From an optimization exercise on the open Yosys and OpenROAD flow, aimed at small area; shortcuts taken in it are not production practice.
Only simulation tests tie the RTL to the original design; equivalence was not proved.
Power figures rest on the tool's default switching activity, not on a simulated workload.

Setup of the reference run:
Design PILLOUT, start of the top module:
module PILLOUT(clk,
					rst,
					filas,
					columnas,
					RX,
					TX,
					Servo1,
					Servo2,
					Bocina,
					HEX0,
					dis,
					LCD_RW, 
					LCD_EN, 
					LCD_RS, 
					LCD_DATA);
Size: ~2600 cells after synthesis, about 400 flip-flops, about 34 I/O pins, about 25000 um^2 of cells after synthesis.
export LEC_CHECK = 0
export CAP_MARGIN = 20
export CORE_MARGIN = 2
export CORE_UTILIZATION = 60
export CTS_BUF_LIST = sky130_fd_sc_hd__clkbuf_16
export CTS_CLUSTER_DIAMETER = 100
export CTS_CLUSTER_SIZE = 20
export SLEW_MARGIN = 20
create_clock -name core_clock -period 10.0 [get_ports {clk}]
run.sh (not shown) runs the stock make flow with config.mk's settings and CLKGATE_MAP_FILE= SYNTH_SCRIPT=/design/flow/synth_recipe.tcl, a recipe that flattens the netlist after the stock synthesis.
The inputs of the trial run differ from those of the reference run as listed below.
diff --git a/flow/design.v b/flow/design.v
--- a/flow/design.v
+++ b/flow/design.v
@@ -283,25 +283,26 @@
     end else begin
         oRESET <= (Cont == 8'hFF);
         if(DONE && chg) Cont <= 8'd0;
         else if(Cont != 8'hFF) Cont <= Cont + 8'd1;
     end
 end
 endmodule
-module Pantalla(line, col, state, info, user, posi, posiH, in, validate, tiempo, c);
+module Pantalla(line, col, state, info, user, posi, posiH, in, validate, tiempo, c, nmed);
 input [1:0] line;
 input [4:0] col;
 input [2:0] state;
 input [128:1] info;
 input [1:0] user;
 input [1:0] posi;
 input [2:0] posiH;
 input in, validate;
 input [15:0] tiempo;
 output reg [8:0] c;
+output reg [3:0] nmed;
 wire v = (state == 3'd1 || state == 3'd2) ? validate : in;
 wire l_0 = (~line[0] & line[1]) |
 		(line[1] & state[0] & state[1]) |
 		(line[1] & state[2]) |
 		(~line[0] & v & state[2]) |
 		(line[0] & ~line[1] & ~state[1] & ~state[2]) |
 		(line[0] & ~line[1] & ~state[0] & state[1]) |
@@ -362,15 +363,14 @@
 	case(grp)
 	2'd0: g = info[24:1];
 	2'd1: g = info[48:25];
 	2'd2: g = info[72:49];
 	default: g = info[96:73];
 	endcase
 end
-reg [3:0] nmed;
 always @(*) begin
 	case(pos)
 	3'd0: nmed = g[3:0];
 	3'd1: nmed = g[7:4];
 	3'd2: nmed = g[11:8];
 	3'd3: nmed = g[15:12];
 	3'd4: nmed = g[19:16];
@@ -1331,45 +1331,29 @@
 end
 wire [116:0] rec_en = pack(upd_en), rec_val = pack(upd_val);    
 integer j;
 always @(posedge clk)
 	if(clk_10k)
 		for (j = 0; j < 85; j = j + 1)
 			if(rec_en[j]) rec_s[j] <= rec_val[j];
-wire [4:0] fk = (state_s == 3'd2 ? 5'd12 : 5'd0) + (posi_s == 2'd2 ? 5'd6 : 5'd0) + {2'b00, posiH_s};
-reg [3:0] old_dig;
+wire lcd_idle = (LUT_COL == 5'd25);
+reg [4:0] fcol;
 always @(*) begin
-	case(fk)
-	5'd0: old_dig = info_rd[4:1];
-	5'd1: old_dig = info_rd[8:5];
-	5'd2: old_dig = info_rd[12:9];
-	5'd3: old_dig = info_rd[16:13];
-	5'd4: old_dig = info_rd[20:17];
-	5'd5: old_dig = info_rd[24:21];
-	5'd6: old_dig = info_rd[28:25];
-	5'd7: old_dig = info_rd[32:29];
-	5'd8: old_dig = info_rd[36:33];
-	5'd9: old_dig = info_rd[40:37];
-	5'd10: old_dig = info_rd[44:41];
-	5'd11: old_dig = info_rd[48:45];
-	5'd12: old_dig = info_rd[52:49];
-	5'd13: old_dig = info_rd[56:53];
-	5'd14: old_dig = info_rd[60:57];
-	5'd15: old_dig = info_rd[64:61];
-	5'd16: old_dig = info_rd[68:65];
-	5'd17: old_dig = info_rd[72:69];
-	5'd18: old_dig = info_rd[76:73];
-	5'd19: old_dig = info_rd[80:77];
-	5'd20: old_dig = info_rd[84:81];
-	5'd21: old_dig = info_rd[88:85];
-	5'd22: old_dig = info_rd[92:89];
-	5'd23: old_dig = info_rd[96:93];
-	default: old_dig = 4'd0;
+	case(posiH_s)
+	3'd0: fcol = 5'd11;
+	3'd1: fcol = 5'd12;
+	3'd2: fcol = 5'd14;
+	3'd3: fcol = 5'd15;
+	3'd4: fcol = 5'd17;
+	default: fcol = 5'd18;
 	endcase
 end
+wire [1:0] pan_line = lcd_idle ? ((posi_s == 2'd2) ? 2'd1 : 2'd2) : LUT_LINE;
+wire [4:0] pan_col  = lcd_idle ? fcol : LUT_COL;
+wire [3:0] old_dig;
 wire dchg = wr && (old_dig != num_i[3:0]);
 always @(posedge clk) begin
 	if(rst) rstd <= 1'b1;
 	else if(clk_10k) rstd <= 1'b0;
 	if(clk_10k) begin
 		state_s <= state;
 		posi_s <= posi;
@@ -1390,15 +1374,15 @@
 		if(rstd || (user == 2'h1 && (twr || clr))) tag1_s <= (twr && !rstd) ? tag : 32'd0;
 		if(rstd || (user == 2'h2 && (twr || clr))) tag2_s <= (twr && !rstd) ? tag : 32'd0;
 		if(rstd || (user == 2'h3 && (twr || clr))) tag3_s[31:1] <= (twr && !rstd) ? tag[30:0] : 31'd0;
 	end
 end
 DivFreq 	div0 (clk, rst, cnt, clk_10k, baud);
 Cronometro cronometro1(clk, rst, clk_10k, tiempo, tcarry);
-Pantalla   dis1(LUT_LINE, LUT_COL, state_s, {tag, info_rd[96:1]}, user_s, posi_s, posiH_s, in_s, validate_s, tiempo, LUT_DATA);
+Pantalla   dis1(pan_line, pan_col, state_s, {tag, info_rd[96:1]}, user_s, posi_s, posiH_s, in_s, validate_s, tiempo, LUT_DATA, old_dig);
 Cambio     cmb (chg_now, state_s, posi_s, posiH_s, in_s, validate_s, tcarry, dchg,
                 state, posi, posiH, in, validate);
 reg chg_q;
 always @(posedge clk) chg_q <= clk_10k & chg_now;
 assign chg = chg_q;
 LCD_TEXT    LCD1(clk, DLY_RST & ~rst, LCD_DATA, LCD_RW, LCD_EN, LCD_RS, LUT_LINE, LUT_COL, LUT_DATA, Done);
 Reset_Delay r0 (clk, rst, DLY_RST, Done, chg);
==> results.txt <==
The trial run against the reference run: post-synthesis mux area share went down by 0.82 points; design area -2.9%; row count decreased 1.4%.
The trial run vs. the reference run: power dissipated in sequential cells held steady; count of TritonRoute iterations in the first routing pass grew by 1; minimum clock period grew by 0.056 ns; endpoint arrival time on the critical path grew by 0.10 ns.
Comparing the two runs side by side, the trial run comes out behind the reference run on least setup slack across all paths after layout.
On initial standard-cell utilization of the core, the reference run and the trial run are neck and neck.
Number of logic inverters in the finished layout delta for the trial run relative to the reference run: 1.4% higher


job 4258:
Another version of the RTL of PILLOUT (not shown whole).
Size: about 3700 cells after synthesis, about 440 flip-flops, ~34 I/O pins, roughly 30000 sq um of cells after synthesis.
==> flow/design.v (excerpt) <==
module PILLOUT(clk,
					rst,
					filas,
					columnas,
					RX,
					TX,
					Servo1,
					Servo2,
					Bocina,
					HEX0,
					dis,
					LCD_RW, 
					LCD_EN, 
					LCD_RS, 
					LCD_DATA);
clock: 10.0 ns
lec_check: 0
cap_margin: 20
core_margin: 2
core_utilization: 45
slew_margin: 20
Here is what was changed in the inputs of job 2801 compared with job 4258.
--- a/flow/design.v
+++ b/flow/design.v
@@ -1182,42 +1182,40 @@
 	          p[52:39], 1'b0, p[38:32], 2'b00, p[31:18], 1'b0, p[17:11], 2'b00, p[10:0]};
 endfunction
 reg [2:0]state_s;
 reg [1:0]posi_s;
 reg [2:0]posiH_s;
 reg in_s;
 reg [8:0]contador_s;
 reg RST_s;
 reg [3:0]med_s;
 reg [1:0]user_s;
 reg validate_s;
-reg [116:0] rec_s;
-reg [3:0] used_s;
-reg [31:0] tag0_s, tag1_s, tag2_s, tag3_s;
+reg info128_s;       
+reg [116:0] U0_s, U1_s, U2_s;
+reg [115:0] U3_s;
 reg [4:0] num_i;
 reg done_i;
 reg rstd;
-wire [128:0] info_show = unpack(rec_s);
-wire [128:0] info_rd = {info_show[128] & (user_s != 2'h3), info_show[127:0]};
-reg [514:0] Usuarios;
+wire [128:0] U3_full = unpack({1'b0, U3_s});
+wire [514:0] Usuarios = {U3_full[127:0], unpack(U2_s), unpack(U1_s), unpack(U0_s)};
+reg [128:0] info_rd;
 always @(*) begin
-	Usuarios = 515'd0;
-	Usuarios[0]       = used_s[0];
-	Usuarios[128:97]  = tag0_s;
-	Usuarios[129]     = used_s[1];
-	Usuarios[257:226] = tag1_s;
-	Usuarios[258]     = used_s[2];
-	Usuarios[386:355] = tag2_s;
-	Usuarios[387]     = used_s[3];
-	Usuarios[514:483] = tag3_s;
+	case(user_s)
+		2'h0: info_rd = Usuarios[128:0];
+		2'h1: info_rd = Usuarios[257:129];
+		2'h2: info_rd = Usuarios[386:258];
+		default: info_rd = {1'b0, Usuarios[514:387]};
+	endcase
 end
+wire [128:0] info_show = {info128_s, info_rd[127:0]};
 reg [2:0]state;
 reg [1:0]posi;
 reg [2:0]posiH;
 reg in;
 reg [8:0]contador;
 reg RST;
 reg [3:0]med;
 reg [128:0]info;
 reg [1:0]user;
 reg validate;
 always @(*) begin
@@ -1391,43 +1389,44 @@
 posi = 0;
 posiH = 0;
 in = 0;
 contador = 0;
 RST = 1;
 med = 0;
 info = 0;
 user = 0;
 validate = 0;
 end
 end
+wire [116:0] info_pk = pack(info);
 wire chg_now;
 always @(posedge clk) begin
 	if(rst) rstd <= 1'b1;
 	else if(clk_10k) rstd <= 1'b0;
 	if(clk_10k) begin
 		state_s <= state;
 		posi_s <= posi;
 		posiH_s <= posiH;
 		in_s <= in;
 		contador_s <= contador;
 		RST_s <= RST;
 		med_s <= med;
 		user_s <= user;
 		validate_s <= validate;
+		info128_s <= info[128];
 		num_i <= num;
 		done_i <= done;
-		rec_s <= pack(info);
-		if(rstd || user == 2'h0) begin used_s[0] <= info[0]; tag0_s <= info[128:97]; end
-		if(rstd || user == 2'h1) begin used_s[1] <= info[0]; tag1_s <= info[128:97]; end
-		if(rstd || user == 2'h2) begin used_s[2] <= info[0]; tag2_s <= info[128:97]; end
-		if(rstd || user == 2'h3) begin used_s[3] <= info[0]; tag3_s <= info[127:96]; end
+		if(rstd || user == 2'h0) U0_s <= pack(info);
+		if(rstd || user == 2'h1) U1_s <= pack(info);
+		if(rstd || user == 2'h2) U2_s <= pack(info);
+		if(rstd || user == 2'h3) U3_s <= info_pk[115:0];
 	end
 end
 DivFreq 	div0 (clk, rst, cnt, clk_10k, baud);
 Cronometro cronometro1(clk, rst, clk_10k, tiempo, tcarry);
 Pantallas  dis1(DATOS, state_s, info_show, {2'b00, user_s}, posi_s, posiH_s, in_s, validate_s, tiempo);
 Cambio     cmb (chg_now, state_s, info_show, user_s, posi_s, posiH_s, in_s, validate_s, tcarry,
                 state, info, user, posi, posiH, in, validate);
 reg chg_q;
 always @(posedge clk) chg_q <= clk_10k & chg_now;
 assign chg = chg_q;
 LCD_TEXT    LCD1(clk, DLY_RST & ~rst, LCD_DATA, LCD_RW, LCD_EN, LCD_RS, DATOS, Done);
==> results.txt <==
Taking job 4258 as the reference point, the number of library cell types mapped by synthesis of job 2801 rises by 11%. Area growth from synthesis to final layout was higher in the run labelled job 4258. Summary of job 2801 over job 4258: synthesized netlist cell count moved up; width of the die climbed about 15%; routed length on met2 shows an increase of about 11%.

==> static timing again, ports no longer ideal <==
In the flow no input, the clock included, has a driving cell. The finished layouts below were timed again as built, in two steps. Step 1: set_driving_cell puts a clkbuf_16 on clk and a buf_2 on each other input, an assumption about the parent block. Step 2 also shifts input and output timing later by t, the mid clock arrival at the registers, as if the neighbouring blocks saw the same clock. a / b / c = no drivers / after step 1 / after step 2; a / b = the first two.
run	shift t [ns]	setup WS [ns]	slew at the worst register clock pin (ns)	cell pins on the clock port's net
the reference run	0.618	4.076 / 4.076 / 4.076	0.10 / 0.10	1
the trial run	0.647	4.020 / 4.020 / 4.020	0.10 / 0.10	1
job 4258	0.706	4.044 / 4.044 / 4.044	0.07 / 0.07	1
job 2801	0.721	3.714 / 3.714 / 3.714	0.07 / 0.07	1
After both steps every run listed still meets setup and hold.
